Source: an optimization exercise on an open RTL-to-GDS flow (aim: small area). Production flows keep margins and buffers that such runs may drop.
At most, simulation tests tie the RTL to the original design; equivalence was not proved.
Function not checked in run 1: the RTL went through the layout flow alone.
Power and IR drop assume default switching activity.

## flow/run.sh

```bash
#!/bin/bash
# Layout flow: the standard ORFS flow, with a smaller clock tree
# (clkbuf_8/16 buffers on larger sink clusters, no dummy loads) and
# port buffers of the smallest buffer cell.
set -euo pipefail
export CTS_ARGS="-sink_clustering_enable -repair_clock_nets -dont_use_dummy_load -buf_list {sky130_fd_sc_hd__clkbuf_8 sky130_fd_sc_hd__clkbuf_16} -sink_clustering_size 30 -sink_clustering_max_diameter 100"
export BUFFER_PORTS_ARGS="-buffer_cell sky130_fd_sc_hd__buf_1"
bash standard.sh > standard.log 2>&1
```

## standard.sh

```bash
#!/bin/bash
# synth_recipe.tcl (not shown) runs the flow's synth.tcl, then flattens the netlist and writes it again
# the make line also repeats each setting of config.mk as NAME=value (left out here)
make -C /OpenROAD-flow-scripts/flow DESIGN_CONFIG=/design/flow/config.mk WORK_HOME=/design/flow/orfs CLKGATE_MAP_FILE= SYNTH_SCRIPT=/design/flow/synth_recipe.tcl "${@:-finish}"
```

## config.mk

```make
export PLATFORM = sky130hd
export DESIGN_NAME = cpu
export DESIGN_NICKNAME = cpu
export VERILOG_FILES = /design/flow/design.v
export SDC_FILE = /design/flow/constraint.sdc
export NUM_CORES = 4
export LEC_CHECK = 0
export CAP_MARGIN = 20
export CORE_MARGIN = 2
export CORE_UTILIZATION = 40
export SLEW_MARGIN = 20
export SYNTH_HIERARCHICAL = 1
```

## constraint.sdc

```tcl
create_clock -name core_clock -period 10.0 [get_ports {clk}]
set_input_delay 2.0000 -clock core_clock [delete_from_list [all_inputs] [get_ports {clk}]]
set_output_delay 2.0000 -clock core_clock [all_outputs]
set_load 0.01 [all_outputs]
```

## design.v

```verilog
module multiplier (
input logic [3:0] a, b,
output logic [3:0] out);
assign out = a * b;
endmodule
module alu #(parameter n = 8) (
input logic [n-1:0] a, b,       
input logic [2:0] func,         
output logic [n-1:0] result,    
output logic zero               
);
logic [3:0] t;                  
logic sub, isadd, ismul;
logic [n-1:0] k;                
logic [3:0] mulOut;
aluctl ctl(.func(func), .t(t), .sub(sub), .isadd(isadd), .ismul(ismul));
multiplier mul(.a(a[3:0]), .b(b[3:0]), .out(mulOut));
assign k[0] = 1'b0;
genvar i;
generate for (i = 0; i < n; i++) begin : bits
  logic lu;
  lumux m(.t(t), .a(a[i]), .b(b[i]), .y(lu));
  if (i < n - 1) begin : cy
    carry c(.a(a[i]), .b(b[i]), .k(k[i]), .sub(sub), .isadd(isadd), .ko(k[i+1]));
  end
  if (i < 4) begin : lo
    assign result[i] = (lu ^ k[i]) | (ismul & mulOut[i]);
  end else begin : hi
    assign result[i] = lu ^ k[i];
  end
end endgenerate
assign zero = ~|result;
endmodule  
module aluctl (
input logic [2:0] func,
output logic [3:0] t,
output logic sub, isadd, ismul);
always_comb begin
  case (func)
    3'b000   : t = 4'b1100;
    3'b001   : t = 4'b1010;
    3'b010 : t = 4'b0110;
    3'b011 : t = 4'b0110;
    3'b100 : t = 4'b1000;
    3'b101  : t = 4'b1110;
    3'b110 : t = 4'b0110;
    default : t = 4'b0000;
  endcase
  isadd = (func[2:1] == 2'b01);
  sub   = func[0];
  ismul = (func == 3'b111);
end
endmodule
module lumux (input logic [3:0] t, input logic a, b, output logic y);
  assign y = t[{a, b}];
endmodule
module carry (input logic a, b, k, sub, isadd, output logic ko);
  logic ax, bg;
  assign ax = a ^ sub;
  assign bg = b & isadd;
  assign ko = ax & bg | ax & k | bg & k;
endmodule
module decoder #(parameter n = 8)
( input logic [23:0] I,
  input logic reset,
  input logic [n-1:0] result,
  output logic w, imm,
  output logic [31:1] selA, selB,
  output logic [31:3] en,
  output logic wr1, wr2,
  output logic [n-1:0] wd
);
logic [3:0] loAn, loBn, loWn;
logic [7:0] hiAn, hiBn, hiWn;
predecode pa(.I(I), .reset(reset), .w(w), .imm(imm),
             .loAn(loAn), .hiAn(hiAn), .loBn(loBn), .hiBn(hiBn),
             .loWn(loWn), .hiWn(hiWn), .wr1(wr1), .wr2(wr2));
nor2grid #(.K0(1)) ga(.lon(loAn), .hin(hiAn), .y(selA));
nor2grid #(.K0(1)) gb(.lon(loBn), .hin(hiBn), .y(selB));
nor2grid #(.K0(3)) gw(.lon(loWn), .hin(hiWn), .y(en));
assign wd = reset ? {n{1'b0}} : result;
endmodule  
module predecode
( input logic [23:0] I,
  input logic reset,
  output logic w, imm,
  output logic [3:0] loAn, loBn, loWn,
  output logic [7:0] hiAn, hiBn, hiWn,
  output logic wr1, wr2
);
logic [4:0] rd, rs;
assign rd = I[17:13];
assign rs = I[12:8];
assign w   = (I[23:22] == 2'b00);    
assign imm = (I[23:21] == 3'b001);   
always_comb begin
  for (int j = 0; j < 4; j++) begin
    loAn[j] = ~(rd[1:0] == j[1:0]);
    loBn[j] = ~(rs[1:0] == j[1:0]);
    loWn[j] = ~(reset | w & (rd[1:0] == j[1:0]));
  end
  for (int i = 0; i < 8; i++) begin
    hiAn[i] = ~(rd[4:2] == i[2:0]);
    hiBn[i] = ~((rs[4:2] == i[2:0]) & ~imm);
    hiWn[i] = ~(reset | (rd[4:2] == i[2:0]));
  end
end
assign wr1 = w & ~reset & (rd == 5'd1);
assign wr2 = w & ~reset & (rd == 5'd2);
endmodule
module nor2grid #(parameter K0 = 1)
( input logic [3:0] lon,
  input logic [7:0] hin,
  output logic [31:K0] y
);
always_comb
  for (int k = K0; k < 32; k++)
    y[k] = ~(lon[k % 4] | hin[k / 4]);
endmodule
module regread #(parameter n = 8, N = 31)
(input logic [N-1:0] sel,
 input logic [N-1:0][n-1:0] d,
 output logic [n-1:0] y);
genvar b;
generate for (b = 0; b < n; b++) begin : bits
  logic [N-1:0] col;
  for (genvar k = 0; k < N; k++) begin : c
    assign col[k] = d[k][b];
  end
  rdbit #(.N(N)) rb(.sel(sel), .d(col), .y(y[b]));
end endgenerate
endmodule
module rdbit #(parameter N = 31)
(input logic [N-1:0] sel, d,
 output logic y);
localparam G = N / 3;          
localparam R = N - 3 * G;      
logic [G-1:0] x;
genvar k;
generate for (k = 0; k < G; k++) begin : g
  aoi222 a(.a1(sel[3*k]), .a2(d[3*k]), .b1(sel[3*k+1]), .b2(d[3*k+1]),
           .c1(sel[3*k+2]), .c2(d[3*k+2]), .y(x[k]));
end endgenerate
rdcombine #(.G(G), .R(R)) cmb(.x(x), .sel(sel[N-1:3*G]), .d(d[N-1:3*G]), .y(y));
endmodule
module aoi222 (input logic a1, a2, b1, b2, c1, c2, output logic y);
  assign y = ~(a1 & a2 | b1 & b2 | c1 & c2);
endmodule
module rdcombine #(parameter G = 10, R = 1)
(input logic [G-1:0] x,
 input logic [R-1:0] sel, d,
 output logic y);
  assign y = ~(&x) | (|(sel & d));
endmodule
module pc #(parameter Psize = 6)
(input logic [Psize-1:0] PC,
 input logic [23:0] I,
 input logic zero, reset,
 output logic [Psize-1:0] PCnext
);
logic take;
logic [Psize-1:0] t, s;
logic [Psize:0] c;
assign take = (I[23:21] == 3'b011 & zero) | (I[23:21] == 3'b100 & ~zero);
assign t = take ? I[Psize-1:0] : {Psize{1'b0}};
assign c[0] = 1'b1;
always_comb
  for (int i = 0; i < Psize; i++) begin
    s[i]   = PC[i] ^ t[i] ^ c[i];
    c[i+1] = PC[i] & t[i] | PC[i] & c[i] | t[i] & c[i];
  end
assign PCnext = reset ? {Psize{1'b0}} : s;
endmodule
module cpu #( parameter n = 8, Isize = 24, Psize = 6)
(input logic clk,
  input logic reset,                
  input logic [n:0] SW,             
  input logic [Isize-1:0] I,        
  output logic [Psize-1:0] PC,      
  output logic [n-1:0] LED);        
logic w, imm, zero;
logic [n-1:0] A, B, result, wd;
logic [31:1] selA, selB;
logic [31:3] en;
logic wr1, wr2;
logic [Psize-1:0] PCnext;
logic [n-1:0] gpr1, gpr2;
logic [31:3][n-1:0] gpr;
decoder d(.I(I), .reset(reset), .result(result), .w(w), .imm(imm),
          .selA(selA), .selB(selB), .en(en), .wr1(wr1), .wr2(wr2), .wd(wd));
always_ff @(posedge clk) begin
  gpr1 <= wr1 ? result : SW[7:0];
  gpr2 <= wr2 ? result : {7'b0, SW[8]};
end
genvar g;
generate for (g = 3; g < 32; g++) begin : file
  always_ff @(posedge clk)
    if (en[g]) gpr[g] <= wd;
end endgenerate
regread #(.N(31)) ra(.sel(selA), .d({gpr, gpr2, gpr1}), .y(A));
regread #(.N(32)) rb(.sel({imm, selB}), .d({I[n-1:0], gpr, gpr2, gpr1}), .y(B));
alu alu(.a(A), .b(B), .func(I[20:18]), .result(result), .zero(zero));
pc p(.PC(PC), .I(I), .zero(zero), .reset(reset), .PCnext(PCnext));
always_ff @(posedge clk)
  PC <= PCnext;
assign LED = result;
endmodule
```

==> results of run 1 <==
cell usage in the layout (no fill, tap or decap), drive strengths merged, types with 2 or more instances in the layout:
cell and instances:
a2111o 8, a21oi 10, a222oi 160, a22o 8, a31oi 5, and2 14, buf 97, clkbuf 13
conb 3, dfxtp 22, edfxtp 232, fa 4, ha 5, inv 11, mux2 9, mux4 8
nand2 37, nand2b 5, nand3 9, nand3b 4, nand4 34, nand4b 4, nor2 102, nor2b 15
nor3b 3, nor4 2, o21ai 7, or3b 3, or4 9, xnor2 15, xor2 5
worst max path at each step:
stage,startpoint,to,slack [ns],cells after the start
after global placement,I[23],PC[5],0.20,37
final,I[23],PC[5],0.58,37
after CTS,I[23],PC[5],0.54,37
after floorplan,I[23],PC[5],0.80,37
after global routing,I[13],PC[5],0.09,36
after detailed placement,I[23],PC[5],0.04,37
sequential cells by signal (all words and copies together) (netlist names):
register / flops
gpr: 232
gpr1: 8
gpr2: 8
PC: 6
worst max-delay path, delay by kind of cell:
kind                       cells  cell delay, ns
and+or+nand+nor               10            2.77
buffers and inverters          3            0.26
xor gates and xnor gates       2            0.35
adders and majority gates      5            1.58
AOI/OAI and AO/OA             17            2.87
Yosys stat by module, one instance, submodules excluded, excerpt:
| module | flops+latches | cells |
|---|---|---|
| lumux | 0 | 1 |
| aluctl | 0 | 11 |
| aoi222 | 0 | 1 |
| decoder | 0 | 8 |
| cpu | 254 | 271 |
| pc | 0 | 30 |
cell type report:
| type | count | area, sq um |
|---|---|---|
| Antenna cell | 1 | 2.50 |
| Fill cell | 2510 | 15300 |
| Tap cell | 378 | 473 |
| Clock buffer | 12 | 300 |
| Inverter | 11 | 41.3 |
| Multi-Input combinational cell | 498 | 3910 |
| Sequential cell | 254 | 7410 |
| Timing Repair Buffer | 98 | 557 |
repair_timing:
item | CTS | global route
buffers inserted | 0 | 1
endpoints found under the setup margin | 0 | 1
gates resized for setup | 0 | 1
power groups by stage:
stage	registers (mW)	logic (mW)	clock network [mW]
after floorplan	1.43	0.242	0
after global placement	1.45	0.431	0
after detailed placement	1.45	0.436	0
after CTS	1.43	0.436	0.533
after global routing	1.44	0.468	0.568
final	1.43	0.438	0.524
cells by family (layout without fill, tap and decap cells):
family,count (synthesis),after routing,synth area share
compound gates,201,201,0.167
mux,17,17,0.0272
flops,254,254,0.647
buf+inv,26,121,0.0153
other cells,2,4,0.000656
xor+xnor,21,21,0.0179
simple gates,247,247,0.113
fa+ha+maj,9,9,0.0125
through the flow:
step	setup WS [ns]	util	area, sq um	hold WS (ns)
floorplan	0.802	-	11500	0.557
detailed placement	0.0445	0.442	12400	0.531
global placement	0.205	0.442	12400	0.536
global route	0.0903	0.453	12700	0.598
finish	0.580	0.453	12700	0.541
CTS	0.544	0.452	12700	0.546
layer usage:
metal,wire [um],share of wire,track usage,vias to the layer above
li1,-,-,-,3616
met1,14700,0.42,0.328,4311
met2,16100,0.46,0.356,558
met3,3360,0.096,0.0325,51
met4,947,0.027,0.0611,0
met5,0,0,0,-
==> flow_results.xml, run 1 <==
<?xml version="1.0" encoding="UTF-8"?>
<metrics>
  <group name="outcome">
    <metric name="status" unit="">timing/DRC/antenna clean</metric>
  </group>
  <group name="die">
    <metric name="design.die.area" unit="sq um">30000</metric>
    <metric name="floorplan.initialDensity" unit="">0.409</metric>
    <metric name="fp.dieH" unit="um">173</metric>
    <metric name="std_cell_rows" unit="">61</metric>
    <metric name="die_width" unit="um">173</metric>
    <metric name="ios" unit="">49</metric>
    <metric name="placeableCoreArea" unit="sq um">28000</metric>
  </group>
  <group name="power">
    <metric name="power.leakage" unit="nW">4.21</metric>
    <metric name="cell_int_power" unit="mW">1.72</metric>
    <metric name="netSwitchingPower" unit="mW">0.670</metric>
    <metric name="share_clk_of_total_power" unit="">0.219</metric>
    <metric name="worst_ir_drop_on_vdd" unit="mV">0.0880</metric>
    <metric name="power_switching_share" unit="">0.280</metric>
    <metric name="seqPwrFrac" unit="">0.598</metric>
    <metric name="totalPowerFinal" unit="mW">2.39</metric>
    <metric name="combPwrFrac" unit="">0.183</metric>
    <metric name="power-per-cell-area" unit="nW/um^2">189</metric>
  </group>
  <group name="timing">
    <metric name="finalClockSkew" unit="ns">0.0237</metric>
    <metric name="fin_tns_setup" unit="ns">0</metric>
    <metric name="maxClockFrequency" unit="MHz">106</metric>
    <metric name="timing.final.crit_period" unit="ns">9.42</metric>
    <metric name="final.period_utilization" unit="">0.942</metric>
    <metric name="grt_setup_unrepaired" unit="">false</metric>
    <metric name="final_hold_viol_count" unit="">0</metric>
    <metric name="slew_viol_final" unit="">0</metric>
    <metric name="max_slew.worst_pin.slew" unit="ns">1.15</metric>
    <metric name="worst_rel_slew_slack" unit="">0.230</metric>
    <metric name="setup_viol_count_final" unit="">0</metric>
  </group>
  <group name="worst_hold_path">
    <metric name="timing.hold.worst_path_depth" unit="">3</metric>
    <metric name="hold_path.class" unit="">flop to flop</metric>
    <metric name="hold-path-endpoint" unit="">PC[0]</metric>
    <metric name="timing.hold.worst.start" unit="">PC[0]</metric>
  </group>
  <group name="global_routing">
    <metric name="grt.overflow.total" unit="">0</metric>
    <metric name="grt_first_pass_wirelength" unit="mm">51.2</metric>
    <metric name="number_of_antenna_violations_at_the_first_check_in_global_routing" unit="">1</metric>
    <metric name="gr-usage-all-layers" unit="">0.226</metric>
    <metric name="grt_max_degree" unit="">31</metric>
    <metric name="number_of_global_route_vias_before_repair" unit="">7954</metric>
  </group>
  <group name="worst_setup_path">
    <metric name="worstReg2RegEnd" unit="">PC[5]</metric>
    <metric name="path_class" unit="">input pin to flop</metric>
    <metric name="stage_delay_of_the_slowest_cell_on_the_critical_path" unit="ns">0.59</metric>
    <metric name="arrival" unit="ns">9.84</metric>
    <metric name="setup.reg_to_reg.worst_slack" unit="ns">2.59</metric>
    <metric name="timing.critical_path.slowest_stage_cell" unit="">sky130_fd_sc_hd__or4_4</metric>
    <metric name="critical_path_peak_fanout" unit="">9</metric>
    <metric name="cp-end-kind" unit="">flop</metric>
    <metric name="ff2ff_path_depth" unit="">33</metric>
    <metric name="regToRegStartpoint" unit="">gpr[128]</metric>
    <metric name="critPathRequiredTime" unit="ns">10.42</metric>
    <metric name="setup.worst_path.start_class" unit="">input pin</metric>
  </group>
  <group name="finish">
    <metric name="num-nets-final" unit="">919</metric>
    <metric name="area_growth_syn_to_layout" unit="%">10.8</metric>
    <metric name="layout-drive-gt1-share" unit="">0.129</metric>
    <metric name="final_cells" unit="">1252</metric>
  </group>
  <group name="clock_network">
    <metric name="clock_path_buffers" unit="">3</metric>
    <metric name="cts_root_buf" unit="">sky130_fd_sc_hd__clkbuf_16</metric>
    <metric name="clock_tree.htree_level_count" unit="">1</metric>
    <metric name="clock_tree_from_tritoncts" unit="">built</metric>
    <metric name="cts.sink_count" unit="">254</metric>
    <metric name="hold_bufs_at_cts" unit="">0</metric>
    <metric name="clk_latency_worst_skew_pair" unit="ns">0.49</metric>
    <metric name="path_clk_slew" unit="ns">0.10</metric>
    <metric name="cts_buffers" unit="">12</metric>
  </group>
  <group name="placement">
    <metric name="post-dp-hpwl" unit="mm">25.3</metric>
    <metric name="place.detailed.instances" unit="">1238</metric>
    <metric name="gp_routability_congestion" unit="">0.940</metric>
    <metric name="port-buffer-count" unit="">48</metric>
  </group>
  <group name="synthesis">
    <metric name="netlist-cell-type-count" unit="">48</metric>
    <metric name="yosys.area.top_type" unit="">sky130_fd_sc_hd__edfxtp_1</metric>
    <metric name="synthArstFlopShare" unit="">0</metric>
    <metric name="synthMostInstantiatedCell" unit="">sky130_fd_sc_hd__edfxtp_1</metric>
    <metric name="synth.top_cells.by_area" unit="">sky130_fd_sc_hd__edfxtp_1 (61%), sky130_fd_sc_hd__a222oi_1 (14%), sky130_fd_sc_hd__dfxtp_1 (3.8%)</metric>
    <metric name="count_of_flip_flops_with_a_built_in_enable_after_synthesis" unit="">232</metric>
    <metric name="syn_area_per_cell" unit="sq um">14.7</metric>
    <metric name="yosys_most_used_dff" unit="">sky130_fd_sc_hd__edfxtp_1</metric>
    <metric name="ys_warn_count" unit="">12</metric>
    <metric name="netlist_instances" unit="">777</metric>
    <metric name="mappedNetlistArea" unit="sq um">11400</metric>
    <metric name="top_cells_by_instance_count_after_synthesis" unit="">sky130_fd_sc_hd__edfxtp_1 (232), sky130_fd_sc_hd__a222oi_1 (160), sky130_fd_sc_hd__nor2_1 (102)</metric>
    <metric name="ys_ff_latch" unit="">254</metric>
    <metric name="netlist.area_leader.share" unit="">0.609</metric>
    <metric name="yosysSeqAreaShare" unit="">0.647</metric>
  </group>
  <group name="flow_run">
    <metric name="max_cap_violation_count" unit="">0</metric>
  </group>
  <group name="routing">
    <metric name="antenna_left" unit="">0</metric>
    <metric name="detail_route.drc_violations" unit="">0</metric>
    <metric name="drt_first_iter_violations" unit="">2071</metric>
    <metric name="avgViaCountPerCell" unit="">6.82</metric>
    <metric name="drt-pass1-iter-count" unit="">13</metric>
    <metric name="routedWlPerCell" unit="um">28.0</metric>
    <metric name="wl" unit="mm">35.1</metric>
    <metric name="dr_total_vias" unit="">8536</metric>
  </group>
</metrics>
==> run 2: changes to the inputs <==
--- a/design.v
+++ b/design.v
@@ -159,17 +159,9 @@
  output logic [Psize-1:0] PCnext
 );
 logic take;
-logic [Psize-1:0] t, s;
-logic [Psize:0] c;
 assign take = (I[23:21] == 3'b011 & zero) | (I[23:21] == 3'b100 & ~zero);
-assign t = take ? I[Psize-1:0] : {Psize{1'b0}};
-assign c[0] = 1'b1;
-always_comb
-  for (int i = 0; i < Psize; i++) begin
-    s[i]   = PC[i] ^ t[i] ^ c[i];
-    c[i+1] = PC[i] & t[i] | PC[i] & c[i] | t[i] & c[i];
-  end
-assign PCnext = reset ? {Psize{1'b0}} : s;
+assign PCnext = reset ? {Psize{1'b0}}
+                      : PC + (take ? I[Psize-1:0] : {Psize{1'b0}}) + 1'b1;
 endmodule
 module cpu #( parameter n = 8, Isize = 24, Psize = 6)
 (input logic clk,
==> run.sh (new file) <==
#!/bin/bash
# synth_recipe.tcl (not shown) runs the flow's synth.tcl, then flattens the netlist and writes it again
# the make line also repeats each setting of config.mk as NAME=value (left out here)
make -C /OpenROAD-flow-scripts/flow DESIGN_CONFIG=/design/flow/config.mk WORK_HOME=/design/flow/orfs CLKGATE_MAP_FILE= SYNTH_SCRIPT=/design/flow/synth_recipe.tcl finish
removed: flow/run.sh
removed: standard.sh
==> flow_results.xml, run 2 <==
<?xml version="1.0" encoding="UTF-8"?>
<metrics>
  <group name="outcome">
    <metric name="status" unit="">timing/DRC/antenna clean</metric>
  </group>
  <group name="global_routing">
    <metric name="grt_first_pass_wirelength" unit="mm">54.1</metric>
    <metric name="number_of_antenna_violations_at_the_first_check_in_global_routing" unit="">1</metric>
    <metric name="grt_max_degree" unit="">30</metric>
    <metric name="grt.overflow.total" unit="">0</metric>
    <metric name="gr-usage-all-layers" unit="">0.241</metric>
    <metric name="number_of_global_route_vias_before_repair" unit="">8187</metric>
  </group>
  <group name="clock_network">
    <metric name="cts_root_buf" unit="">sky130_fd_sc_hd__clkbuf_16</metric>
    <metric name="cts_buffers" unit="">28</metric>
    <metric name="clock_tree_from_tritoncts" unit="">built</metric>
    <metric name="clock_path_buffers" unit="">3</metric>
    <metric name="clk_latency_worst_skew_pair" unit="ns">0.55</metric>
    <metric name="cts.sink_count" unit="">254</metric>
    <metric name="clock_tree.htree_level_count" unit="">1</metric>
    <metric name="hold_bufs_at_cts" unit="">0</metric>
    <metric name="path_clk_slew" unit="ns">0.06</metric>
  </group>
  <group name="worst_hold_path">
    <metric name="timing.hold.worst_path_depth" unit="">3</metric>
    <metric name="hold_path.class" unit="">flop to flop</metric>
  </group>
  <group name="worst_setup_path">
    <metric name="cp_cell_sequence" unit="">clkdlybuf4s50_1 &gt; or3b_2 &gt; nand4b_1 &gt; nor2_1 &gt; a222oi_1 &gt; nand4_1 &gt; or4_4 &gt; a21oi_1 &gt; o21ai_1 &gt; a21oi_1 &gt; o21ai_1 &gt; a21oi_1 &gt; o21ai_1 &gt; a21oi_1 &gt; o21ai_1 &gt; a21oi_1 &gt; o21ai_1 &gt; a21oi_1 &gt; o21ai_1 &gt; a21oi_1 &gt; o21ai_1 &gt; xor2_1 &gt; clkdlybuf4s50_1</metric>
    <metric name="critPathRequiredTime" unit="ns">8.00</metric>
    <metric name="critical_path_peak_fanout" unit="">9</metric>
    <metric name="arrival" unit="ns">7.66</metric>
    <metric name="count_of_buffer_and_inverter_cells_on_the_critical_path" unit="">2</metric>
    <metric name="worst_path_dominant_cell_family" unit="">compound AO/OA/AOI/OAI gates</metric>
    <metric name="critical_path_cell_count" unit="">23</metric>
    <metric name="cp-end-kind" unit="">output port</metric>
    <metric name="setup.worst_path.start_class" unit="">input pin</metric>
    <metric name="stage_delay_of_the_slowest_cell_on_the_critical_path" unit="ns">0.67</metric>
    <metric name="path_class" unit="">input pin to output port</metric>
    <metric name="ff2ff_path_depth" unit="">31</metric>
    <metric name="timing.critical_path.slowest_stage_cell" unit="">sky130_fd_sc_hd__or3b_2</metric>
  </group>
  <group name="finish">
    <metric name="max_flop_register" unit="">gpr</metric>
    <metric name="num-nets-final" unit="">929</metric>
    <metric name="multi_input_comb_area" unit="sq um">3980</metric>
    <metric name="mostFrequentLayoutCell" unit="">sky130_fd_sc_hd__edfxtp_1</metric>
    <metric name="largest_register_ffs" unit="">232</metric>
    <metric name="layout-drive-gt1-share" unit="">0.140</metric>
    <metric name="largest_registers" unit="">gpr x232, gpr1 x8, gpr2 x8</metric>
    <metric name="antenna-diode-count" unit="">0</metric>
    <metric name="commonest_cells_after_routing_fill_and_taps_aside" unit="">sky130_fd_sc_hd__edfxtp_1 (232), sky130_fd_sc_hd__a222oi_1 (160), sky130_fd_sc_hd__nor2_1 (106)</metric>
    <metric name="area_growth_syn_to_layout" unit="%">17.5</metric>
    <metric name="n_fill_cell" unit="">2529</metric>
    <metric name="area.sequential" unit="sq um">7410</metric>
  </group>
  <group name="routing">
    <metric name="antenna_left" unit="">0</metric>
    <metric name="drt-pass1-iter-count" unit="">13</metric>
    <metric name="drt_first_iter_violations" unit="">1628</metric>
    <metric name="routedWlPerCell" unit="um">28.9</metric>
    <metric name="dr_total_vias" unit="">8669</metric>
    <metric name="detail_route.drc_violations" unit="">0</metric>
    <metric name="avgViaCountPerCell" unit="">6.73</metric>
    <metric name="wl" unit="mm">37.2</metric>
  </group>
  <group name="power">
    <metric name="totalPowerFinal" unit="mW">2.91</metric>
    <metric name="power-per-cell-area" unit="nW/um^2">215</metric>
    <metric name="power.leakage" unit="nW">4.61</metric>
    <metric name="worst_ir_drop_on_vdd" unit="mV">0.123</metric>
  </group>
  <group name="timing">
    <metric name="fin_tns_setup" unit="ns">0</metric>
    <metric name="grt_setup_unrepaired" unit="">false</metric>
    <metric name="worst_rel_slew_slack" unit="">0.252</metric>
    <metric name="slew_viol_final" unit="">0</metric>
    <metric name="final_hold_viol_count" unit="">0</metric>
    <metric name="max_slew.worst_pin.slew" unit="ns">1.12</metric>
    <metric name="timing.final.crit_period" unit="ns">9.66</metric>
    <metric name="maxClockFrequency" unit="MHz">104</metric>
    <metric name="setup_viol_count_final" unit="">0</metric>
    <metric name="finalClockSkew" unit="ns">0.0207</metric>
    <metric name="final.period_utilization" unit="">0.966</metric>
  </group>
  <group name="synthesis">
    <metric name="top_cells_by_instance_count_after_synthesis" unit="">sky130_fd_sc_hd__edfxtp_1 (232), sky130_fd_sc_hd__a222oi_1 (160), sky130_fd_sc_hd__nor2_1 (106)</metric>
    <metric name="ys_warn_count" unit="">11</metric>
    <metric name="syn_area_per_cell" unit="sq um">14.6</metric>
    <metric name="synth.top_cells.by_area" unit="">sky130_fd_sc_hd__edfxtp_1 (61%), sky130_fd_sc_hd__a222oi_1 (14%), sky130_fd_sc_hd__dfxtp_1 (3.8%)</metric>
    <metric name="yosys.area.top_type" unit="">sky130_fd_sc_hd__edfxtp_1</metric>
    <metric name="synthMostInstantiatedCell" unit="">sky130_fd_sc_hd__edfxtp_1</metric>
    <metric name="ys_ff_latch" unit="">254</metric>
    <metric name="yosysSeqAreaShare" unit="">0.644</metric>
    <metric name="netlist_instances" unit="">787</metric>
    <metric name="count_of_flip_flops_with_a_built_in_enable_after_synthesis" unit="">232</metric>
    <metric name="netlist.area_leader.share" unit="">0.605</metric>
    <metric name="yosys_most_used_dff" unit="">sky130_fd_sc_hd__edfxtp_1</metric>
    <metric name="mappedNetlistArea" unit="sq um">11500</metric>
    <metric name="netlist-cell-type-count" unit="">51</metric>
    <metric name="synthArstFlopShare" unit="">0</metric>
  </group>
  <group name="flow_run">
    <metric name="max_cap_violation_count" unit="">0</metric>
  </group>
  <group name="placement">
    <metric name="post-dp-hpwl" unit="mm">25.8</metric>
    <metric name="port-buffer-count" unit="">48</metric>
    <metric name="gp_routability_congestion" unit="">0.960</metric>
  </group>
  <group name="die">
    <metric name="ios" unit="">49</metric>
    <metric name="placeableCoreArea" unit="sq um">28500</metric>
    <metric name="die_width" unit="um">174</metric>
    <metric name="std_cell_rows" unit="">62</metric>
    <metric name="design.die.area" unit="sq um">30100</metric>
    <metric name="fp.dieH" unit="um">174</metric>
    <metric name="floorplan.initialDensity" unit="">0.403</metric>
  </group>
</metrics>
==> run 2: changes by cell type in the layout (fill, tap and decap cells not counted), moves of 4 or more <==
| cell | before | now |
|---|---|---|
| sky130_fd_sc_hd__clkdlybuf4s50_1 | 0 | 48 |
| sky130_fd_sc_hd__buf_4 | 50 | 33 |
| sky130_fd_sc_hd__clkbuf_16 | 12 | 29 |
| sky130_fd_sc_hd__clkbuf_1 | 0 | 9 |
| sky130_fd_sc_hd__buf_1 | 47 | 0 |
| sky130_fd_sc_hd__ha_1 | 5 | 9 |
| sky130_fd_sc_hd__nor2_1 | 102 | 106 |
| sky130_fd_sc_hd__clkinv_2 | 0 | 5 |
==> run 2: repair_timing <==
item                                    CTS  global route
endpoints found under the setup margin    0             1
gates resized for setup                   0             1
endpoints found under the hold margin     0             0
buffers inserted                          0             0
==> run 2: final cells by class <==
type / instances / share of cell area
clock buffer: 39 / 0.0572
inverter: 8 / 0.00222
multi-input combinational: 511 / 0.294
timing repair buffer: 81 / 0.0539
tap: 384 / 0.0355
clock inverter: 12 / 0.00907
sequential: 254 / 0.548
==> run 2: layer usage <==
| metal | part of all wire | GRT usage | up-vias | wire [um] |
|---|---|---|---|---|
| li1 | - | - | 3673 | - |
| met1 | 0.40 | 0.340 | 4294 | 14800 |
| met2 | 0.45 | 0.373 | 632 | 16800 |
| met3 | 0.12 | 0.0482 | 70 | 4400 |
| met4 | 0.034 | 0.0840 | 0 | 1260 |
| met5 | 0 | 0 | - | 0 |
==> run 2: final timing paths <==
check | from | slack [ns] | endpoint
min | PC[0] | 0.54 | PC[0]
max reg2reg | gpr[128] | 3.34 | PC[4]
max | I[23] | 0.34 | LED[7]
min reg2reg | PC[0] | 0.54 | PC[0]
==> run 2: logic make-up after synthesis <==
group                    share of synthesized area
flip-flops                                   0.644
AND/OR/NAND/NOR                              0.114
AO/OA/AOI/OAI                                0.168
XOR/XNOR                                    0.0208
buffers and inverters                       0.0142
multiplexers                                0.0271
adder cells (fa/ha/maj)                     0.0115
other                                     0.000653
==> run 2: through the flow <==
| stage | hold slack, ns | utilization | std cells | area [sq um] | setup WS, ns |
|---|---|---|---|---|---|
| global route | 0.585 | 0.474 | 1289 | 13500 | 0.0148 |
| finish | 0.543 | 0.474 | 1289 | 13500 | 0.344 |
| CTS | 0.555 | 0.473 | 1289 | 13500 | 0.431 |
| global placement | 0.529 | 0.442 | 1238 | 12600 | 0.533 |
| detailed placement | 0.542 | 0.442 | 1238 | 12600 | 0.460 |
| floorplan | 0.557 | - | 788 | 11500 | 2.03 |
==> run 2: modules after synthesis, one instance, submodules excluded, a selection <==
module	flip-flops and latches	cell area (sq um)	cells inside	copies in the design
pc	0	289	40	1
multiplier	0	174	19	1
aluctl	0	62.6	11	1
decoder	0	50.0	8	1
carry	0	23.8	4	7
lumux	0	22.5	1	8
==> run 2: power by group <==
group	total [mW]	switching, mW	internal, mW
Sequential	1.44	0.0697	1.37
Clock	1.00	0.410	0.591
Combinational	0.466	0.298	0.168
Total	2.91	0.777	2.13
==> run 2: worst reg2reg max path, delay by kind of cell (launching register included) <==
kind	cells	cell delay, ns
buffers and inverters	2	0.26
XOR/XNOR	3	0.54
adder cells (fa/ha/maj)	2	0.67
AND/OR/NAND/NOR	7	1.36
AO/OA/AOI/OAI	17	3.29
flip-flops	1	0.39
==> run 3: changes to the inputs <==
--- a/design.v
+++ b/design.v
@@ -1,7 +1,19 @@
 module multiplier (
 input logic [3:0] a, b,
 output logic [3:0] out);
-assign out = a * b;
+logic [3:0][3:0] p;    
+logic c1, s2, c2;
+always_comb
+  for (int i = 0; i < 4; i++)
+    for (int j = 0; j < 4; j++)
+      p[i][j] = a[i] & b[j];
+assign out[0] = p[0][0];
+assign out[1] = p[1][0] ^ p[0][1];
+assign c1     = p[1][0] & p[0][1];
+assign s2     = p[2][0] ^ p[1][1] ^ p[0][2];
+assign c2     = p[2][0] & p[1][1] | p[2][0] & p[0][2] | p[1][1] & p[0][2];
+assign out[2] = s2 ^ c1;
+assign out[3] = p[3][0] ^ p[2][1] ^ p[1][2] ^ p[0][3] ^ c2 ^ (s2 & c1);
 endmodule
 module alu #(parameter n = 8) (
 input logic [n-1:0] a, b,       
@@ -89,24 +101,56 @@
   output logic wr1, wr2
 );
 logic [4:0] rd, rs;
+logic nw, nimm;
+logic [4:0][1:0] dl, sl;             
 assign rd = I[17:13];
 assign rs = I[12:8];
-assign w   = (I[23:22] == 2'b00);    
-assign imm = (I[23:21] == 3'b001);   
-always_comb begin
-  for (int j = 0; j < 4; j++) begin
-    loAn[j] = ~(rd[1:0] == j[1:0]);
-    loBn[j] = ~(rs[1:0] == j[1:0]);
-    loWn[j] = ~(reset | w & (rd[1:0] == j[1:0]));
-  end
-  for (int i = 0; i < 8; i++) begin
-    hiAn[i] = ~(rd[4:2] == i[2:0]);
-    hiBn[i] = ~((rs[4:2] == i[2:0]) & ~imm);
-    hiWn[i] = ~(reset | (rd[4:2] == i[2:0]));
-  end
-end
-assign wr1 = w & ~reset & (rd == 5'd1);
-assign wr2 = w & ~reset & (rd == 5'd2);
+gnor2 gw(.a(I[23]), .b(I[22]), .y(w));           
+ginv  gnw(.a(w), .y(nw));
+gnand2 gni(.a(w), .b(I[21]), .y(nimm));  
+ginv  gim(.a(nimm), .y(imm));
+genvar b, j, i;
+generate
+  for (b = 0; b < 5; b++) begin : inv
+    assign dl[b][1] = rd[b];
+    assign sl[b][1] = rs[b];
+    ginv gd(.a(rd[b]), .y(dl[b][0]));
+    ginv gs(.a(rs[b]), .y(sl[b][0]));
+  end
+  for (j = 0; j < 4; j++) begin : lo
+    gnand2 ga(.a(dl[1][j/2]), .b(dl[0][j%2]), .y(loAn[j]));
+    gnand2 gb(.a(sl[1][j/2]), .b(sl[0][j%2]), .y(loBn[j]));
+    ga31oi gw(.a1(w), .a2(dl[1][j/2]), .a3(dl[0][j%2]), .b1(reset), .y(loWn[j]));
+  end
+  for (i = 0; i < 8; i++) begin : hi
+    gnand3 ga(.a(dl[4][i/4]), .b(dl[3][(i/2)%2]), .c(dl[2][i%2]), .y(hiAn[i]));
+    gnand4 gb(.a(sl[4][i/4]), .b(sl[3][(i/2)%2]), .c(sl[2][i%2]), .d(nimm), .y(hiBn[i]));
+    ga31oi gw(.a1(dl[4][i/4]), .a2(dl[3][(i/2)%2]), .a3(dl[2][i%2]), .b1(reset), .y(hiWn[i]));
+  end
+endgenerate
+gnor4 g1(.a(reset), .b(nw), .c(loAn[1]), .d(hiAn[0]), .y(wr1));
+gnor4 g2(.a(reset), .b(nw), .c(loAn[2]), .d(hiAn[0]), .y(wr2));
+endmodule
+module ginv (input logic a, output logic y);
+  assign y = ~a;
+endmodule
+module gnor2 (input logic a, b, output logic y);
+  assign y = ~(a | b);
+endmodule
+module gnor4 (input logic a, b, c, d, output logic y);
+  assign y = ~(a | b | c | d);
+endmodule
+module gnand2 (input logic a, b, output logic y);
+  assign y = ~(a & b);
+endmodule
+module gnand3 (input logic a, b, c, output logic y);
+  assign y = ~(a & b & c);
+endmodule
+module gnand4 (input logic a, b, c, d, output logic y);
+  assign y = ~(a & b & c & d);
+endmodule
+module ga31oi (input logic a1, a2, a3, b1, output logic y);
+  assign y = ~(a1 & a2 & a3 | b1);
 endmodule
 module nor2grid #(parameter K0 = 1)
 ( input logic [3:0] lon,
@@ -152,6 +196,30 @@
  output logic y);
   assign y = ~(&x) | (|(sel & d));
 endmodule
+module swload #(parameter n = 8)
+(input logic wr1, wr2,
+ input logic [n-1:0] result,
+ input logic [8:0] SW,
+ output logic [n-1:0] gpr1d, gpr2d);
+  logic nwr1, nwr2;
+  ginv i1(.a(wr1), .y(nwr1));
+  ginv i2(.a(wr2), .y(nwr2));
+  genvar b;
+  generate for (b = 0; b < n; b++) begin : bits
+    ga22o m1(.a1(wr1), .a2(result[b]), .b1(nwr1), .b2(SW[b]), .y(gpr1d[b]));
+    if (b == 0) begin : b0
+      ga22o m2(.a1(wr2), .a2(result[b]), .b1(nwr2), .b2(SW[8]), .y(gpr2d[b]));
+    end else begin : bn
+      gand2 m2(.a(wr2), .b(result[b]), .y(gpr2d[b]));
+    end
+  end endgenerate
+endmodule
+module ga22o (input logic a1, a2, b1, b2, output logic y);
+  assign y = a1 & a2 | b1 & b2;
+endmodule
+module gand2 (input logic a, b, output logic y);
+  assign y = a & b;
+endmodule
 module pc #(parameter Psize = 6)
 (input logic [Psize-1:0] PC,
  input logic [23:0] I,
@@ -159,9 +227,17 @@
  output logic [Psize-1:0] PCnext
 );
 logic take;
+logic [Psize-1:0] t, s;
+logic [Psize:0] c;
 assign take = (I[23:21] == 3'b011 & zero) | (I[23:21] == 3'b100 & ~zero);
-assign PCnext = reset ? {Psize{1'b0}}
-                      : PC + (take ? I[Psize-1:0] : {Psize{1'b0}}) + 1'b1;
+assign t = take ? I[Psize-1:0] : {Psize{1'b0}};
+assign c[0] = 1'b1;
+always_comb
+  for (int i = 0; i < Psize; i++) begin
+    s[i]   = PC[i] ^ t[i] ^ c[i];
+    c[i+1] = PC[i] & t[i] | PC[i] & c[i] | t[i] & c[i];
+  end
+assign PCnext = reset ? {Psize{1'b0}} : s;
 endmodule
 module cpu #( parameter n = 8, Isize = 24, Psize = 6)
 (input logic clk,
@@ -180,9 +256,11 @@
 logic [31:3][n-1:0] gpr;
 decoder d(.I(I), .reset(reset), .result(result), .w(w), .imm(imm),
           .selA(selA), .selB(selB), .en(en), .wr1(wr1), .wr2(wr2), .wd(wd));
+logic [n-1:0] gpr1d, gpr2d;
+swload sl(.wr1(wr1), .wr2(wr2), .result(result), .SW(SW), .gpr1d(gpr1d), .gpr2d(gpr2d));
 always_ff @(posedge clk) begin
-  gpr1 <= wr1 ? result : SW[7:0];
-  gpr2 <= wr2 ? result : {7'b0, SW[8]};
+  gpr1 <= gpr1d;
+  gpr2 <= gpr2d;
 end
 genvar g;
 generate for (g = 3; g < 32; g++) begin : file
==> flow/run.sh (new file) <==
#!/bin/bash
# Layout flow: the standard ORFS flow, with a smaller clock tree
# (clkbuf_8/16 buffers on larger sink clusters, no dummy loads) and
# port buffers of the smallest buffer cell.
set -euo pipefail
export CTS_ARGS="-sink_clustering_enable -repair_clock_nets -dont_use_dummy_load -buf_list {sky130_fd_sc_hd__clkbuf_8 sky130_fd_sc_hd__clkbuf_16} -sink_clustering_size 30 -sink_clustering_max_diameter 100"
export BUFFER_PORTS_ARGS="-buffer_cell sky130_fd_sc_hd__buf_1"
bash standard.sh > standard.log 2>&1
==> standard.sh (new file) <==
#!/bin/bash
# synth_recipe.tcl (not shown) runs the flow's synth.tcl, then flattens the netlist and writes it again
# the make line also repeats each setting of config.mk as NAME=value (left out here)
make -C /OpenROAD-flow-scripts/flow DESIGN_CONFIG=/design/flow/config.mk WORK_HOME=/design/flow/orfs CLKGATE_MAP_FILE= SYNTH_SCRIPT=/design/flow/synth_recipe.tcl "${@:-finish}"
removed: run.sh
==> flow_results.xml, run 3 <==
<?xml version="1.0" encoding="UTF-8"?>
<metrics>
  <group name="global_routing">
    <metric name="grt.overflow.total" unit="">0</metric>
    <metric name="gr-usage-all-layers" unit="">0.233</metric>
    <metric name="number_of_global_route_vias_before_repair" unit="">7706</metric>
    <metric name="grt_max_degree" unit="">31</metric>
    <metric name="grt_first_pass_wirelength" unit="mm">50.3</metric>
    <metric name="number_of_antenna_violations_at_the_first_check_in_global_routing" unit="">3</metric>
  </group>
  <group name="timing">
    <metric name="max_slew.worst_pin.slew" unit="ns">1.11</metric>
    <metric name="maxClockFrequency" unit="MHz">104</metric>
    <metric name="fin_tns_setup" unit="ns">0</metric>
    <metric name="worst_rel_slew_slack" unit="">0.259</metric>
    <metric name="timing.hold.ws" unit="ns">0.554</metric>
    <metric name="final.period_utilization" unit="">0.958</metric>
    <metric name="setup_viol_count_final" unit="">0</metric>
    <metric name="final_hold_viol_count" unit="">0</metric>
    <metric name="finalClockSkew" unit="ns">0.0502</metric>
    <metric name="slew_viol_final" unit="">0</metric>
    <metric name="grt_setup_unrepaired" unit="">false</metric>
    <metric name="timing.final.crit_period" unit="ns">9.58</metric>
  </group>
  <group name="routing">
    <metric name="wl" unit="mm">35.5</metric>
    <metric name="routedWlPerCell" unit="um">28.7</metric>
    <metric name="antenna_left" unit="">0</metric>
    <metric name="drt_first_iter_violations" unit="">2331</metric>
    <metric name="drt-pass1-iter-count" unit="">13</metric>
    <metric name="dr_total_vias" unit="">8592</metric>
    <metric name="avgViaCountPerCell" unit="">6.94</metric>
    <metric name="detail_route.drc_violations" unit="">0</metric>
  </group>
  <group name="clock_network">
    <metric name="clock_tree.htree_level_count" unit="">1</metric>
    <metric name="clock_path_buffers" unit="">3</metric>
    <metric name="clk_latency_worst_skew_pair" unit="ns">0.51</metric>
    <metric name="cts_root_buf" unit="">sky130_fd_sc_hd__clkbuf_16</metric>
    <metric name="cts.sink_count" unit="">254</metric>
    <metric name="hold_bufs_at_cts" unit="">0</metric>
    <metric name="post_cts_setup_buffers" unit="">0</metric>
    <metric name="path_clk_slew" unit="ns">0.07</metric>
    <metric name="cts_buffers" unit="">13</metric>
    <metric name="clock_tree_from_tritoncts" unit="">built</metric>
  </group>
  <group name="synthesis">
    <metric name="synthArstFlopShare" unit="">0</metric>
    <metric name="syn_area_per_cell" unit="sq um">14.6</metric>
    <metric name="netlist.area_leader.share" unit="">0.617</metric>
    <metric name="yosys_most_used_dff" unit="">sky130_fd_sc_hd__edfxtp_1</metric>
    <metric name="synth.top_cells.by_area" unit="">sky130_fd_sc_hd__edfxtp_1 (62%), sky130_fd_sc_hd__a222oi_1 (14%), sky130_fd_sc_hd__dfxtp_1 (3.9%)</metric>
    <metric name="synthMostInstantiatedCell" unit="">sky130_fd_sc_hd__edfxtp_1</metric>
    <metric name="ys_warn_count" unit="">12</metric>
    <metric name="netlist_instances" unit="">775</metric>
    <metric name="top_cells_by_instance_count_after_synthesis" unit="">sky130_fd_sc_hd__edfxtp_1 (232), sky130_fd_sc_hd__a222oi_1 (160), sky130_fd_sc_hd__nor2_1 (100)</metric>
    <metric name="mappedNetlistArea" unit="sq um">11300</metric>
    <metric name="yosysSeqAreaShare" unit="">0.656</metric>
    <metric name="yosys.area.top_type" unit="">sky130_fd_sc_hd__edfxtp_1</metric>
    <metric name="count_of_flip_flops_with_a_built_in_enable_after_synthesis" unit="">232</metric>
    <metric name="ys_ff_latch" unit="">254</metric>
    <metric name="netlist-cell-type-count" unit="">36</metric>
  </group>
  <group name="worst_setup_path">
    <metric name="critical_path_peak_fanout" unit="">9</metric>
    <metric name="critPathRequiredTime" unit="ns">10.40</metric>
    <metric name="setup.worst_path.start_class" unit="">input pin</metric>
    <metric name="stage_delay_of_the_slowest_cell_on_the_critical_path" unit="ns">0.60</metric>
    <metric name="timing.critical_path.slowest_stage_cell" unit="">sky130_fd_sc_hd__a222oi_1</metric>
    <metric name="arrival" unit="ns">9.98</metric>
    <metric name="path_class" unit="">input pin to flop</metric>
    <metric name="cp-end-kind" unit="">flop</metric>
  </group>
  <group name="die">
    <metric name="std_cell_rows" unit="">61</metric>
    <metric name="design.die.area" unit="sq um">29600</metric>
    <metric name="fp.dieH" unit="um">172</metric>
    <metric name="die_width" unit="um">172</metric>
    <metric name="floorplan.initialDensity" unit="">0.407</metric>
    <metric name="ios" unit="">49</metric>
    <metric name="placeableCoreArea" unit="sq um">27800</metric>
  </group>
  <group name="placement">
    <metric name="port-buffer-count" unit="">48</metric>
    <metric name="post-dp-hpwl" unit="mm">25.1</metric>
    <metric name="place.detailed.instances" unit="">1223</metric>
    <metric name="gp_routability_congestion" unit="">0.955</metric>
  </group>
  <group name="flow_run">
    <metric name="max_cap_violation_count" unit="">0</metric>
  </group>
  <group name="power">
    <metric name="worst_ir_drop_on_vdd" unit="mV">0.107</metric>
    <metric name="totalPowerFinal" unit="mW">2.42</metric>
    <metric name="power-per-cell-area" unit="nW/um^2">194</metric>
    <metric name="power.leakage" unit="nW">4.12</metric>
  </group>
  <group name="finish">
    <metric name="largest_register_ffs" unit="">232</metric>
    <metric name="layout-drive-gt1-share" unit="">0.0932</metric>
    <metric name="final_cells" unit="">1238</metric>
    <metric name="num-nets-final" unit="">903</metric>
    <metric name="mostFrequentLayoutCell" unit="">sky130_fd_sc_hd__edfxtp_1</metric>
    <metric name="max_flop_register" unit="">gpr</metric>
    <metric name="area_growth_syn_to_layout" unit="%">10.3</metric>
    <metric name="commonest_cells_after_routing_fill_and_taps_aside" unit="">sky130_fd_sc_hd__edfxtp_1 (232), sky130_fd_sc_hd__a222oi_1 (160), sky130_fd_sc_hd__nor2_1 (100)</metric>
    <metric name="largest_registers" unit="">gpr x232, gpr1 x8, gpr2 x8</metric>
  </group>
  <group name="worst_hold_path">
    <metric name="hold_path.class" unit="">flop to flop</metric>
  </group>
  <group name="outcome">
    <metric name="status" unit="">timing/DRC/antenna clean</metric>
  </group>
</metrics>
==> run 3: cell count changes after synthesis, moves of 4 or more <==
| cell | change |
|---|---|
| sky130_fd_sc_hd__fa_1 | +4 |
| sky130_fd_sc_hd__nand2b_1 | -4 |
| sky130_fd_sc_hd__nor2_1 | -6 |
| sky130_fd_sc_hd__a31oi_1 | +7 |
| sky130_fd_sc_hd__mux2_4 | -8 |
| sky130_fd_sc_hd__a22o_1 | +9 |
| sky130_fd_sc_hd__nor2b_1 | -6 |
| sky130_fd_sc_hd__and2_1 | -4 |
| sky130_fd_sc_hd__nand2_1 | +9 |
| sky130_fd_sc_hd__nand4_1 | +7 |
| sky130_fd_sc_hd__nand3_1 | +6 |
| sky130_fd_sc_hd__ha_1 | -6 |
| sky130_fd_sc_hd__inv_1 | +15 |
| sky130_fd_sc_hd__nand3b_1 | -4 |
==> run 3: layer usage <==
metal / wire length [um] / up-vias / track usage / part of all wire
li1: - / 3602 / - / -
met1: 14800 / 4251 / 0.343 / 0.42
met2: 15300 / 648 / 0.352 / 0.43
met3: 3990 / 89 / 0.0403 / 0.11
met4: 1370 / 2 / 0.0760 / 0.039
met5: 14 / - / 0 / 0.00039
==> run 3: cells by family (layout without fill, tap and decap cells) <==
| kind of cell | Yosys count | in the layout | synth area share |
|---|---|---|---|
| buffers and inverters | 32 | 114 | 0.0160 |
| XOR/XNOR | 20 | 20 | 0.0167 |
| AO/OA/AOI/OAI | 216 | 216 | 0.179 |
| adder cells (fa/ha/maj) | 8 | 8 | 0.0122 |
| multiplexers | 8 | 8 | 0.0160 |
| AND/OR/NAND/NOR | 235 | 235 | 0.103 |
| other | 2 | 5 | 0.000665 |
| flip-flops | 254 | 254 | 0.656 |
==> run 3: critical path, delay by kind of cell <==
family | cells | cell delay, ns
adders and majority gates | 5 | 1.56
buffers and inverters | 4 | 0.47
and+or+nand+nor | 8 | 1.84
xor gates and xnor gates | 3 | 0.52
AOI/OAI and AO/OA | 17 | 3.58
==> run 3: final cells by class <==
class / count / area (sq um)
Timing Repair Buffer: 78 / 407
Multi-Input combinational cell: 490 / 3750
Antenna cell: 2 / 5.00
Inverter: 23 / 86.3
Fill cell: 2546 / 15300
Clock buffer: 13 / 325
Tap cell: 378 / 473
Sequential cell: 254 / 7410
==> run 3: modules after synthesis, one instance, submodules excluded, excerpt <==
| module | cells inside | copies in the design |
|---|---|---|
| lumux | 1 | 8 |
| pc | 30 | 1 |
| ga31oi | 1 | 12 |
| gnor2 | 1 | 1 |
| aluctl | 10 | 1 |
| ginv | 1 | 14 |
| cpu | 254 | 1 |
| gnand3 | 1 | 8 |
| gnor4 | 1 | 2 |
| multiplier | 18 | 1 |
==> run 3: what timing repair did <==
item	CTS	global route
endpoints found under the hold margin	0	0
resized for setup	0	5
setup endpoints to repair	0	1
==> run 3: power breakdown <==
| group | internal, mW | total, mW | switching, mW |
|---|---|---|---|
| logic | 0.131 | 0.432 | 0.300 |
| registers | 1.36 | 1.43 | 0.0700 |
| clock network | 0.235 | 0.552 | 0.317 |
| total | 1.73 | 2.42 | 0.687 |
==> run 3: path summary, 6_finish.rpt <==
kind	from	endpoint	slack, ns	depth (start not counted)
setup reg to reg	gpr[128]	PC[5]	2.41	33
setup / recovery	I[14]	PC[5]	0.42	37
hold reg to reg	PC[0]	PC[0]	0.55	3
hold / removal	PC[0]	PC[0]	0.55	3
==> run 3: metrics by stage <==
stage                      util  instance area, sq um  setup slack (ns)
after floorplan               -                 11300             0.918
final                     0.448                 12500             0.423
after global routing      0.448                 12500           0.00146
after global placement    0.436                 12100             0.194
after detailed placement  0.436                 12100            0.0859
after CTS                 0.448                 12400             0.541
==> run 4: changes to the inputs <==
--- a/design.v
+++ b/design.v
@@ -107,7 +107,7 @@
 assign rs = I[12:8];
 gnor2 gw(.a(I[23]), .b(I[22]), .y(w));           
 ginv  gnw(.a(w), .y(nw));
-gnand2 gni(.a(w), .b(I[21]), .y(nimm));  
+gor3b gni(.a(I[23]), .b(I[22]), .cn(I[21]), .y(nimm));  
 ginv  gim(.a(nimm), .y(imm));
 genvar b, j, i;
 generate
@@ -136,6 +136,9 @@
 endmodule
 module gnor2 (input logic a, b, output logic y);
   assign y = ~(a | b);
+endmodule
+module gor3b (input logic a, b, cn, output logic y);
+  assign y = a | b | ~cn;
 endmodule
 module gnor4 (input logic a, b, c, d, output logic y);
   assign y = ~(a | b | c | d);
@@ -227,17 +230,23 @@
  output logic [Psize-1:0] PCnext
 );
 logic take;
-logic [Psize-1:0] t, s;
-logic [Psize:0] c;
+logic [Psize-1:0] inc, br, off;
+logic [Psize:0] c, ci;
 assign take = (I[23:21] == 3'b011 & zero) | (I[23:21] == 3'b100 & ~zero);
-assign t = take ? I[Psize-1:0] : {Psize{1'b0}};
+assign off = I[Psize-1:0];
 assign c[0] = 1'b1;
 always_comb
   for (int i = 0; i < Psize; i++) begin
-    s[i]   = PC[i] ^ t[i] ^ c[i];
-    c[i+1] = PC[i] & t[i] | PC[i] & c[i] | t[i] & c[i];
-  end
-assign PCnext = reset ? {Psize{1'b0}} : s;
+    br[i]  = PC[i] ^ off[i] ^ c[i];
+    c[i+1] = PC[i] & off[i] | PC[i] & c[i] | off[i] & c[i];
+  end
+assign ci[0] = 1'b1;
+always_comb
+  for (int i = 0; i < Psize; i++) begin
+    inc[i]  = PC[i] ^ ci[i];
+    ci[i+1] = PC[i] & ci[i];
+  end
+assign PCnext = reset ? {Psize{1'b0}} : (take ? br : inc);
 endmodule
 module cpu #( parameter n = 8, Isize = 24, Psize = 6)
 (input logic clk,
==> flow/run.sh (replaced) <==
#!/bin/bash
# Layout flow: the standard ORFS flow (standard.sh) with
#  - a smaller clock tree: clkbuf_8/16 buffers on larger sink clusters, no dummy loads
#  - port buffers of the smallest buffer cell
#  - after floorplan, every combinational gate set to its smallest drive
#    strength (downsize.tcl); repair steps then size up what timing needs
# The make output goes to standard.log; ORFS writes each step's log under orfs/logs.
set -euo pipefail
export CTS_ARGS="-sink_clustering_enable -repair_clock_nets -dont_use_dummy_load -buf_list {sky130_fd_sc_hd__clkbuf_8 sky130_fd_sc_hd__clkbuf_16} -sink_clustering_size 30 -sink_clustering_max_diameter 100"
export BUFFER_PORTS_ARGS="-buffer_cell sky130_fd_sc_hd__buf_1"
export POST_FLOORPLAN_TCL="$PWD/flow/downsize.tcl"
bash standard.sh > standard.log 2>&1
==> flow/downsize.tcl (new file) <==
# Post-floorplan hook: synthesis (ABC) sizes gates for a far tighter delay target
# than the clock needs; put every combinational gate back to its smallest drive
# strength of the same function.  Later repair steps (repair_design, repair_timing)
# size up or buffer what the real loads and timing need.
set block [ord::get_db_block]
set db [ord::get_db]
set count 0
set saved 0.0
foreach inst [$block getInsts] {
  set m [$inst getMaster]
  set name [$m getName]
  if {![regexp {^(sky130_fd_sc_hd__[a-z0-9]+)_([0-9]+)$} $name -> base size]} { continue }
  if {$size <= 1} { continue }
  # keep flip-flops, tie cells and anything clock-specific as they are
  if {[regexp {df|dl|edf|sdf|conb|clk|tap|fill|decap|diode} $base]} { continue }
  set small [$db findMaster ${base}_1]
  if {$small == "NULL" || $small == ""} { continue }
  set da [expr {[$m getWidth] - [$small getWidth]}]
  if {$da <= 0} { continue }
  replace_cell [$inst getName] ${base}_1
  incr count
  set saved [expr {$saved + $da * [$m getHeight] / 1e6}]
}
puts "downsize: $count instances set to drive strength 1, [format %.1f $saved] um^2 saved"
==> flow_results.xml, run 4 <==
<?xml version="1.0" encoding="UTF-8"?>
<metrics>
  <group name="global_routing">
    <metric name="grt_max_degree" unit="">32</metric>
    <metric name="grt.overflow.total" unit="">0</metric>
    <metric name="gr-usage-all-layers" unit="">0.230</metric>
    <metric name="number_of_antenna_violations_at_the_first_check_in_global_routing" unit="">6</metric>
    <metric name="number_of_global_route_vias_before_repair" unit="">7947</metric>
    <metric name="grt_first_pass_wirelength" unit="mm">51.9</metric>
  </group>
  <group name="clock_network">
    <metric name="path_clk_slew" unit="ns">0.07</metric>
    <metric name="cts.sink_count" unit="">254</metric>
    <metric name="clock_tree.htree_level_count" unit="">1</metric>
    <metric name="postCtsResizedCells" unit="">0</metric>
    <metric name="hold_bufs_at_cts" unit="">0</metric>
    <metric name="cts_buffers" unit="">13</metric>
    <metric name="clock_path_buffers" unit="">3</metric>
    <metric name="post_cts_setup_buffers" unit="">0</metric>
    <metric name="clk_latency_worst_skew_pair" unit="ns">0.51</metric>
    <metric name="clock_tree_from_tritoncts" unit="">built</metric>
    <metric name="cts_root_buf" unit="">sky130_fd_sc_hd__clkbuf_16</metric>
  </group>
  <group name="synthesis">
    <metric name="count_of_flip_flops_with_a_built_in_enable_after_synthesis" unit="">232</metric>
    <metric name="synthMostInstantiatedCell" unit="">sky130_fd_sc_hd__edfxtp_1</metric>
    <metric name="synth_top_family_by_area" unit="">compound AO/OA/AOI/OAI gates</metric>
    <metric name="synth.top_cells.by_area" unit="">sky130_fd_sc_hd__edfxtp_1 (61%), sky130_fd_sc_hd__a222oi_1 (14%), sky130_fd_sc_hd__dfxtp_1 (3.8%)</metric>
    <metric name="yosys_most_used_dff" unit="">sky130_fd_sc_hd__edfxtp_1</metric>
    <metric name="synthArstFlopShare" unit="">0</metric>
    <metric name="ys_warn_count" unit="">12</metric>
    <metric name="syn_area_per_cell" unit="sq um">14.6</metric>
    <metric name="netlist-cell-type-count" unit="">40</metric>
    <metric name="yosysSeqAreaShare" unit="">0.646</metric>
    <metric name="synth_fa_ha_area_frac" unit="">0.0164</metric>
    <metric name="top_cells_by_instance_count_after_synthesis" unit="">sky130_fd_sc_hd__edfxtp_1 (232), sky130_fd_sc_hd__a222oi_1 (160), sky130_fd_sc_hd__nor2_1 (96)</metric>
    <metric name="proportion_of_synthesized_area_in_mux_cells" unit="">0.0157</metric>
    <metric name="netlist_instances" unit="">788</metric>
    <metric name="mappedNetlistArea" unit="sq um">11500</metric>
    <metric name="yosys.area.top_type" unit="">sky130_fd_sc_hd__edfxtp_1</metric>
    <metric name="ys_ff_latch" unit="">254</metric>
    <metric name="synth_compound_gate_area_share" unit="">0.182</metric>
    <metric name="share_of_the_synthesized_netlist_area_taken_by_xor_and_xnor_gates" unit="">0.0165</metric>
    <metric name="synth-simple-area-share" unit="">0.104</metric>
    <metric name="netlist.area_leader.share" unit="">0.607</metric>
  </group>
  <group name="routing">
    <metric name="avgViaCountPerCell" unit="">6.92</metric>
    <metric name="routedWlPerCell" unit="um">28.5</metric>
    <metric name="drt-pass1-iter-count" unit="">9</metric>
    <metric name="detail_route.drc_violations" unit="">0</metric>
    <metric name="drt_first_iter_violations" unit="">1889</metric>
    <metric name="antenna_left" unit="">0</metric>
    <metric name="wl" unit="mm">35.5</metric>
    <metric name="dr_total_vias" unit="">8599</metric>
  </group>
  <group name="die">
    <metric name="std_cell_rows" unit="">62</metric>
    <metric name="placeableCoreArea" unit="sq um">28500</metric>
    <metric name="floorplan.initialDensity" unit="">0.403</metric>
    <metric name="die_width" unit="um">173</metric>
    <metric name="ios" unit="">49</metric>
    <metric name="design.die.area" unit="sq um">30100</metric>
    <metric name="fp.dieH" unit="um">173</metric>
  </group>
  <group name="finish">
    <metric name="commonest_cells_after_routing_fill_and_taps_aside" unit="">sky130_fd_sc_hd__edfxtp_1 (232), sky130_fd_sc_hd__a222oi_1 (160), sky130_fd_sc_hd__nor2_1 (96)</metric>
    <metric name="final_cells" unit="">1242</metric>
    <metric name="mostFrequentLayoutCell" unit="">sky130_fd_sc_hd__edfxtp_1</metric>
    <metric name="area_growth_syn_to_layout" unit="%">8.12</metric>
    <metric name="max_flop_register" unit="">gpr</metric>
    <metric name="finish.instance_area" unit="sq um">12400</metric>
    <metric name="num-nets-final" unit="">903</metric>
    <metric name="layout-drive-gt1-share" unit="">0.0550</metric>
    <metric name="largest_registers" unit="">gpr x232, gpr1 x8, gpr2 x8</metric>
    <metric name="largest_register_ffs" unit="">232</metric>
  </group>
  <group name="timing">
    <metric name="worst_rel_slew_slack" unit="">0.344</metric>
    <metric name="layout_setup_ws" unit="ns">0.704</metric>
    <metric name="slew_viol_final" unit="">0</metric>
    <metric name="finalClockSkew" unit="ns">0.0488</metric>
    <metric name="timing.final.crit_period" unit="ns">9.30</metric>
    <metric name="timing.hold.ws" unit="ns">0.624</metric>
    <metric name="grt_setup_unrepaired" unit="">false</metric>
    <metric name="maxClockFrequency" unit="MHz">108</metric>
    <metric name="final_hold_viol_count" unit="">0</metric>
    <metric name="fin_tns_setup" unit="ns">0</metric>
    <metric name="setup_viol_count_final" unit="">0</metric>
    <metric name="final.period_utilization" unit="">0.930</metric>
    <metric name="max_slew.worst_pin.slew" unit="ns">0.980</metric>
  </group>
  <group name="worst_hold_path">
    <metric name="hold_path.class" unit="">flop to flop</metric>
    <metric name="hold-path-endpoint" unit="">PC[0]</metric>
    <metric name="timing.hold.worst_path_depth" unit="">3</metric>
    <metric name="timing.hold.worst.start" unit="">PC[0]</metric>
  </group>
  <group name="worst_setup_path">
    <metric name="cp-end-kind" unit="">output port</metric>
    <metric name="setup.worst_path.start_class" unit="">input pin</metric>
    <metric name="setup.reg_to_reg.worst_slack" unit="ns">4.02</metric>
    <metric name="worstReg2RegEnd" unit="">PC[4]</metric>
    <metric name="path_class" unit="">input pin to output port</metric>
    <metric name="regToRegStartpoint" unit="">gpr[128]</metric>
    <metric name="arrival" unit="ns">7.30</metric>
    <metric name="ff2ff_path_depth" unit="">24</metric>
    <metric name="critPathRequiredTime" unit="ns">8.00</metric>
    <metric name="critical_path_peak_fanout" unit="">9</metric>
  </group>
  <group name="power">
    <metric name="power.leakage" unit="nW">4.12</metric>
    <metric name="power-per-cell-area" unit="nW/um^2">193</metric>
    <metric name="worst_ir_drop_on_vdd" unit="mV">0.122</metric>
  </group>
  <group name="placement">
    <metric name="pre_cts_ws" unit="ns">0.939</metric>
    <metric name="detailed_place.area" unit="sq um">12100</metric>
    <metric name="place.detailed.instances" unit="">1225</metric>
    <metric name="post-dp-hpwl" unit="mm">25.4</metric>
    <metric name="gp_routability_congestion" unit="">0.960</metric>
    <metric name="port-buffer-count" unit="">48</metric>
  </group>
  <group name="outcome">
    <metric name="status" unit="">timing/DRC/antenna clean</metric>
  </group>
  <group name="flow_run">
    <metric name="max_cap_violation_count" unit="">0</metric>
  </group>
</metrics>
[run 4: cell count changes after synthesis, moves of 4 or more]
| cell | previous run | this run |
|---|---|---|
| sky130_fd_sc_hd__ha_1 | 3 | 7 |
| sky130_fd_sc_hd__nor2_1 | 100 | 96 |
| sky130_fd_sc_hd__nor3_1 | 1 | 7 |
| sky130_fd_sc_hd__a211oi_2 | 0 | 5 |
| sky130_fd_sc_hd__nand2_1 | 43 | 37 |
| sky130_fd_sc_hd__inv_1 | 23 | 27 |
[run 4: cell type report]
cell class | instances | area, sq um
flip-flops and latches | 254 | 7410
diodes | 4 | 10.0
well taps | 384 | 480
multi-input cells | 496 | 3780
inverters | 27 | 101
fillers | 2572 | 16100
clock buffers | 13 | 325
repair buffers | 64 | 300
[run 4: metrics by stage]
step | total power [mW] | utilization
after floorplan | 1.68 | -
after global placement | 1.86 | 0.424
after detailed placement | 1.87 | 0.424
after CTS | 2.41 | 0.435
after global routing | 2.48 | 0.436
final | 2.40 | 0.436
[run 4: worst max-delay path by stage]
stage	startpoint	endpoint	slack, ns
final	I[15]	LED[7]	0.70
after global routing	I[13]	LED[7]	0.35
after CTS	I[15]	LED[7]	0.89
after detailed placement	I[15]	LED[7]	0.94
after global placement	I[15]	LED[7]	1.06
after floorplan	I[22]	LED[7]	2.25
[run 4: report_power, final]
group	internal, mW	switching, mW	total, mW
registers	1.36	0.0697	1.43
clock network	0.235	0.319	0.555
logic	0.118	0.292	0.411
[run 4: critical path: stages]
cell and delay (ns):
sky130_fd_sc_hd__buf_1 0.28, sky130_fd_sc_hd__inv_1 0.21, sky130_fd_sc_hd__nand3_1 0.25, sky130_fd_sc_hd__nor2_1 0.20, sky130_fd_sc_hd__a222oi_1 0.56, sky130_fd_sc_hd__nand4_1 0.27, sky130_fd_sc_hd__a2111o_1 0.52, sky130_fd_sc_hd__xnor2_1 0.16
sky130_fd_sc_hd__o21ai_1 0.26, sky130_fd_sc_hd__a21oi_1 0.07, sky130_fd_sc_hd__o21ai_1 0.27, sky130_fd_sc_hd__a21oi_1 0.07, sky130_fd_sc_hd__o21ai_1 0.28, sky130_fd_sc_hd__a21oi_1 0.07, sky130_fd_sc_hd__o21ai_1 0.27, sky130_fd_sc_hd__a21oi_1 0.08
sky130_fd_sc_hd__o21ai_1 0.29, sky130_fd_sc_hd__a21oi_1 0.07, sky130_fd_sc_hd__o21ai_1 0.27, sky130_fd_sc_hd__a21oi_1 0.07, sky130_fd_sc_hd__o21ai_1 0.20, sky130_fd_sc_hd__xor2_1 0.37, sky130_fd_sc_hd__buf_1 0.19
[run 4: cells by family (layout without fill, tap and decap cells)]
family	Yosys count	in the layout
flip-flops	254	254
AND/OR/NAND/NOR	232	232
AO/OA/AOI/OAI	221	221
buffers and inverters	39	104
XOR/XNOR	20	20
adder cells (fa/ha/maj)	12	12
multiplexers	8	8
other	2	7
[run 4: metal layers]
layer / track usage / vias to the layer above / wire (um) / share of wire
li1: - / 3631 / - / -
met1: 0.324 / 4242 / 14200 / 0.40
met2: 0.353 / 641 / 15800 / 0.45
met3: 0.0518 / 81 / 4150 / 0.12
met4: 0.0805 / 4 / 1320 / 0.037
met5: 0 / - / 27 / 0.00076
[run 4: per-module statistics from Yosys (local to each module, per instance), a selection]
module | area (sq um) | cells inside | flip-flops and latches | copies in the design
decoder | 50.0 | 8 | 0 | 1
gand2 | 6.26 | 1 | 0 | 7
gnand4 | 6.26 | 1 | 0 | 8
lumux | 22.5 | 1 | 0 | 8
ga31oi | 6.26 | 1 | 0 | 12
carry | 23.8 | 4 | 0 | 7
aoi222 | 10.0 | 1 | 0 | 160
ga22o | 8.76 | 1 | 0 | 9
gnand2 | 3.75 | 1 | 0 | 8
cpu | 7410 | 254 | 254 | 1
gnand3 | 5.00 | 1 | 0 | 8
pc | 404 | 43 | 0 | 1
ginv | 3.75 | 1 | 0 | 14
gor3b | 8.76 | 1 | 0 | 1
gnor4 | 12.5 | 1 | 0 | 2
multiplier | 145 | 18 | 0 | 1

-- afterwards: timing with drivers on the ports --
Ports are ideal in the flow. The routed layouts listed here were re-timed in OpenROAD.
Step 1 (the two cells are an assumption about what drives the block):
set clk [get_ports {clk}]
set_driving_cell -lib_cell sky130_fd_sc_hd__clkbuf_16 $clk
set_driving_cell -lib_cell sky130_fd_sc_hd__buf_2 [delete_from_list [all_inputs] $clk]
Step 2, shift: input delay + t, output delay - t, t = (earliest + latest rising clock arrival at the registers) / 2. This alone moves slack from input paths to output paths.
Slacks: ideal / step 1 / step 2; pairs: ideal / step 1.
run	t, ns	setup slack, ns	hold slack, ns	worst setup path at the end	pins driven straight from the clock port
run 1	0.530	0.580 / 0.604 / 0.075	0.541 / 0.541 / 0.541	input to register	1
run 2	0.587	0.344 / 0.317 / 0.317	0.543 / 0.543 / 0.543	input to output	1
run 3	0.536	0.423 / 0.379 / -0.157	0.554 / 0.554 / 0.554	input to register	1
run 4	0.530	0.704 / 0.608 / 0.608	0.624 / 0.624 / 0.624	input to output	1
Met with ideal ports but missed after step 2: setup timing in run 3. The setup slack of run 3, which loses most, moves by -0.044 ns with the drivers and by -0.580 ns with both steps.
